Source: an optimization exercise on an open RTL-to-GDS flow (aim: small area and a short achievable clock period). Production flows keep margins and buffers that such runs may drop.
Function was checked by simulation only, so behaviour that the tests miss may differ from the original.
No activity file was given, so power comes from the tool's default toggle rates.

// ex_cluster
module ex_cluster(input         CLK,
                  input         reset,
                  input         ALUSrcD1,
                  input  [3:0]  ALUControlD1,
                  input         BranchD1,
                  input         BranchND1,
                  input  [31:0] RDD11,
                  input  [31:0] RDD21,
                  input  [31:0] ExtImmD1,
                  input  [31:0] PCPlus41,
                  input  [3:0]  TagD1,
                  input         PredD1,
                  input         ALUSrcD2,
                  input  [3:0]  ALUControlD2,
                  input         BranchD2,
                  input         BranchND2,
                  input  [31:0] RDD12,
                  input  [31:0] RDD22,
                  input  [31:0] ExtImmD2,
                  input  [31:0] PCPlus42,
                  input  [3:0]  TagD2,
                  input         PredD2,
                  input         ALUSrcD3,
                  input  [3:0]  ALUControlD3,
                  input  [31:0] RDD13,
                  input  [31:0] RDD23,
                  input  [31:0] ExtImmD3,
                  input  [3:0]  TagD3,
                  input         ALUSrcD4,
                  input  [3:0]  ALUControlD4,
                  input  [31:0] RDD14,
                  input  [31:0] RDD24,
                  input  [31:0] ExtImmD4,
                  input  [3:0]  TagD4,
                  output        PCSrc1,
                  output [31:0] ALUOutE1,
                  output [3:0]  TagoE1,
                  output [31:0] PCBranch1,
                  output [4:0]  BTAPTag1,
                  output [31:0] BTAPAddr1,
                  output        PCSrc2,
                  output [31:0] ALUOutE2,
                  output [3:0]  TagoE2,
                  output [31:0] PCBranch2,
                  output [4:0]  BTAPTag2,
                  output [31:0] BTAPAddr2,
                  output [31:0] ALUOutE3,
                  output [31:0] WriteDataE3,
                  output [3:0]  TagoE3,
                  output [31:0] ALUOutE4,
                  output [3:0]  TagoE4);
clock: 10.0 ns
lec_check: 0
cap_margin: 20
core_margin: 2
core_utilization: 40
slew_margin: 20
standard.sh (not shown) runs the stock make flow with config.mk's settings and CLKGATE_MAP_FILE= SYNTH_SCRIPT=/design/flow/synth_recipe.tcl, a recipe that flattens the netlist after the stock synthesis.
==> flow/flow/run.sh <==
#!/bin/bash
# The standard layout, with plain buf_1 cells as the port buffers and timing
# repair aiming for extra setup slack. make's output goes to make.log.
set -euo pipefail
bash standard.sh \
  "BUFFER_PORTS_ARGS=-buffer_cell sky130_fd_sc_hd__buf_1" \
  SETUP_SLACK_MARGIN=6.5 \
  finish > make.log 2>&1
The first run produced a clean layout.
Then changed:
--- a/flow/flow/run.sh
+++ b/flow/flow/run.sh
@@ -5,4 +5,4 @@
 bash standard.sh \
   "BUFFER_PORTS_ARGS=-buffer_cell sky130_fd_sc_hd__buf_1" \
-  SETUP_SLACK_MARGIN=6.5 \
+  SETUP_SLACK_MARGIN=8 \
   finish > make.log 2>&1
Outcome: The new run produced a clean layout; utilization rose by 5.7 points; routed wire length rose by 11%; setup slack improves by 0.057 ns; area after synthesis does not change.
Then changed:
==> flow/flow/run.sh (replaced) <==
#!/bin/bash
# The standard layout (standard.sh) with these changes:
#  - synthesis maps the logic with a delay-driven ABC script (flow/synth.tcl,
#    flow/abc.script) and without Yosys's full-adder extraction;
#  - port buffers are sky130_fd_sc_hd__buf_1 cells;
#  - timing repair up to clock tree synthesis aims for 6 ns of setup slack,
#    and after global routing only for 4 ns.
# make's full output goes to make_cts.log and make_finish.log in the work folder.
set -euo pipefail
export OWN_WORK="$PWD"
export OWN_ABC_SCRIPT="$PWD/flow/abc.script"
common=("SYNTH_SCRIPT=$PWD/flow/synth.tcl" ADDER_MAP_FILE=
        "BUFFER_PORTS_ARGS=-buffer_cell sky130_fd_sc_hd__buf_1")
bash standard.sh "${common[@]}" SETUP_SLACK_MARGIN=6 cts > make_cts.log 2>&1
bash standard.sh "${common[@]}" SETUP_SLACK_MARGIN=4 finish > make_finish.log 2>&1
==> flow/flow/abc.script (new file) <==
strash
dch -f
map -D 1600
buffer -p
upsize -D 1600
dnsize -D 1600
stime -p
==> flow/flow/synth.tcl (new file) <==
# The standard synthesis (synth_recipe.tcl in the work folder), with one
# change: ABC maps the logic with a delay-driven script (abc.script beside
# this file) instead of ORFS's default script. Registers are mapped before
# ABC runs, exactly as in the standard synthesis.
proc abc {args} {
  set i [lsearch -exact $args -script]
  if {$i >= 0} {
    set args [lreplace $args $i [expr {$i + 1}] -script $::env(OWN_ABC_SCRIPT)]
  }
  set j [lsearch -exact $args -D]
  if {$j >= 0} { set args [lreplace $args $j [expr {$j + 1}]] }
  yosys abc {*}$args
}
source $::env(OWN_WORK)/synth_recipe.tcl
Via count came out higher by about 5.5%.
Cell area decreases by about 28%.
Setup slack improved by 0.61 ns.
Combinational power is lower by about 44%.
Maximum frequency goes up by 15%.
Then changed:
==> flow/flow/run.sh (replaced) <==
#!/bin/bash
# The standard layout, with plain buf_1 cells as the port buffers and timing
# repair aiming for extra setup slack. make's output goes to make.log.
set -euo pipefail
bash standard.sh \
  "BUFFER_PORTS_ARGS=-buffer_cell sky130_fd_sc_hd__buf_1" \
  SETUP_SLACK_MARGIN=5 \
  finish > make.log 2>&1
removed: flow/flow/abc.script
removed: flow/flow/synth.tcl
Outcome: The changed run produced a clean layout; wire length is lower by 4.2%; sequential power stays flat; power is higher by 13%; setup slack is worse by 0.83 ns; die area is higher by 2.6%; flip-flop and latch count stays the same.
Then changed:
==> flow/flow/run.sh (replaced) <==
#!/bin/bash
# The standard layout (standard.sh) with these changes:
#  - synthesis maps the logic with a delay-driven ABC script (flow/synth.tcl,
#    flow/abc.script) and without Yosys's full-adder extraction;
#  - port buffers are sky130_fd_sc_hd__buf_1 cells;
#  - timing repair aims for 6 ns of setup slack.
# make's full output goes to make.log in the work folder.
set -euo pipefail
export OWN_WORK="$PWD"
export OWN_ABC_SCRIPT="$PWD/flow/abc.script"
bash standard.sh \
  "SYNTH_SCRIPT=$PWD/flow/synth.tcl" \
  ADDER_MAP_FILE= \
  "BUFFER_PORTS_ARGS=-buffer_cell sky130_fd_sc_hd__buf_1" \
  SETUP_SLACK_MARGIN=6 \
  finish > make.log 2>&1
==> flow/flow/abc.script (new file) <==
strash
dch -f
map -D 1600
buffer -p
upsize -D 1600
dnsize -D 1600
stime -p
==> flow/flow/synth.tcl (new file) <==
# The standard synthesis (synth_recipe.tcl in the work folder), with one
# change: ABC maps the logic with a delay-driven script (abc.script beside
# this file) instead of ORFS's default script. Registers are mapped before
# ABC runs, exactly as in the standard synthesis.
proc abc {args} {
  set i [lsearch -exact $args -script]
  if {$i >= 0} {
    set args [lreplace $args $i [expr {$i + 1}] -script $::env(OWN_ABC_SCRIPT)]
  }
  set j [lsearch -exact $args -D]
  if {$j >= 0} { set args [lreplace $args $j [expr {$j + 1}]] }
  yosys abc {*}$args
}
source $::env(OWN_WORK)/synth_recipe.tcl
After rerunning: Flip-flop and latch count stays the same. Core utilization grows by 6.2 points. Power shrinks by 3.5%. Area after synthesis shrinks by 2.6%. Cell area grows by 8.5%.

* * *

== run A ==
ex_cluster, a different RTL version from the one above (not shown whole).
Size: about 220 flip-flops, about 810 I/O pins, ~21000 um2 of cells after synthesis.
Settings: LEC_CHECK=0, CAP_MARGIN=20, CORE_MARGIN=2, CORE_UTILIZATION=40, SLEW_MARGIN=20; clock period 10.0 ns.
==> flow/flow/run.sh <==
#!/bin/bash
# The standard layout (standard.sh) with these changes:
#  - synthesis maps the logic with ABC scripts of its own (flow/synth.tcl)
#    and without Yosys's full-adder extraction;
#  - port buffers are sky130_fd_sc_hd__buf_1 cells;
#  - timing repair up to clock tree synthesis aims for 6.2 ns of setup
#    slack, and after global routing for 6 ns.
# make's full output goes to make_cts.log and make_finish.log in the work folder.
set -euo pipefail
export OWN_WORK="$PWD"
export OWN_FLOW="$PWD/flow"
common=("SYNTH_SCRIPT=$PWD/flow/synth.tcl" ADDER_MAP_FILE=
        "BUFFER_PORTS_ARGS=-buffer_cell sky130_fd_sc_hd__buf_1")
bash standard.sh "${common[@]}" SETUP_SLACK_MARGIN=6.2 cts > make_cts.log 2>&1
bash standard.sh "${common[@]}" SETUP_SLACK_MARGIN=6 finish > make_finish.log 2>&1
==> flow/flow/abc_in.script <==
strash
dch
map -B 0.9
topo
stime -c
buffer -c
upsize -c
dnsize -c
==> flow/flow/abc_out.script <==
strash
dch -f
map -D 400
topo
buffer -p
upsize -D 400
dnsize -D 400
stime -p
==> flow/flow/synth.tcl <==
# The standard synthesis (synth_recipe.tcl in the work folder), with one
# change in the technology mapping of the logic: ABC first maps the logic
# between the registers and the output ports with a tight delay target
# (flow/abc_out.script), then all other logic (flow/abc_in.script).
# Registers are mapped before ABC runs, exactly as in the standard synthesis.
proc abc {args} {
  set i [lsearch -exact $args -script]
  if {$i >= 0} { set args [lreplace $args $i [expr {$i + 1}]] }
  set j [lsearch -exact $args -D]
  if {$j >= 0} { set args [lreplace $args $j [expr {$j + 1}]] }
  yosys select -set outcone o:* %cie*
  yosys abc -script $::env(OWN_FLOW)/abc_out.script {*}$args @outcone
  yosys select -clear
  yosys opt_clean
  yosys abc -script $::env(OWN_FLOW)/abc_in.script {*}$args
}
source $::env(OWN_WORK)/synth_recipe.tcl
diff inputs: run A => run P
diff --git a/flow/flow/run.sh b/flow/flow/run.sh
--- a/flow/flow/run.sh
+++ b/flow/flow/run.sh
@@ -12,4 +12,4 @@
 common=("SYNTH_SCRIPT=$PWD/flow/synth.tcl" ADDER_MAP_FILE=
         "BUFFER_PORTS_ARGS=-buffer_cell sky130_fd_sc_hd__buf_1")
-bash standard.sh "${common[@]}" SETUP_SLACK_MARGIN=6.2 cts > make_cts.log 2>&1
-bash standard.sh "${common[@]}" SETUP_SLACK_MARGIN=6 finish > make_finish.log 2>&1
+bash standard.sh "${common[@]}" SETUP_SLACK_MARGIN=6.2  cts > make_cts.log 2>&1
+bash standard.sh "${common[@]}" SETUP_SLACK_MARGIN=6  finish > make_finish.log 2>&1
Notes after the runs:
Result: PASS for each of run P and run A
Run A -> run P: sequential standard cell area delta 0, exact match
Re xor and xnor area share after synthesis: no difference whatsoever between run A and run P.
Delta (run P minus run A): count of flip-flops with a built-in enable after synthesis comparable, utilization after layout closely matched the old numbers, clock network fraction of total power level, worst-case headroom to the max-slew limit held, fmax held.
| number of vias after detailed routing | run P vs run A | ≈ equal |

==> afterwards: timing with drivers on the ports <==
How much do the figures lean on ideal ports? The routed layouts below were timed once more, with nothing changed but the port constraints.
Step 1 sets driving cells, clkbuf_16 on the clock port and buf_2 on the other inputs (assumed; they add their load-dependent delay and slew).
Step 2, shift: input delay + t, output delay - t, t = (earliest + latest rising clock arrival at the registers) / 2. This alone moves slack from input paths to output paths.
a / b / c = ideal ports / drivers / drivers and shift; a / b = the first two.
run	t, ns	setup slack, ns	worst register clock-pin slew, ns	worst slew at a driven data input, ns
the first run of note 1	0.659	5.157 / 5.126 / 4.467	0.07 / 0.07	0.15
the second run of note 1	0.615	5.214 / 5.229 / 4.614	0.07 / 0.07	0.18
the third run of note 1	0.659	5.823 / 5.823 / 5.164	0.07 / 0.07	0.15
the fourth run of note 1	0.609	4.994 / 5.015 / 4.406	0.06 / 0.06	0.17
the fifth run of note 1	0.659	5.938 / 5.888 / 5.228	0.07 / 0.07	0.17
run A	0.647	6.069 / 6.013 / 5.504	0.07 / 0.07	0.12
run P	0.647	6.069 / 6.013 / 5.504	0.07 / 0.07	0.12
After both steps setup and hold are still met in every run listed. The setup slack of the fifth run of note 1, which loses most, moves by -0.050 ns with the drivers and by -0.710 ns with both steps.
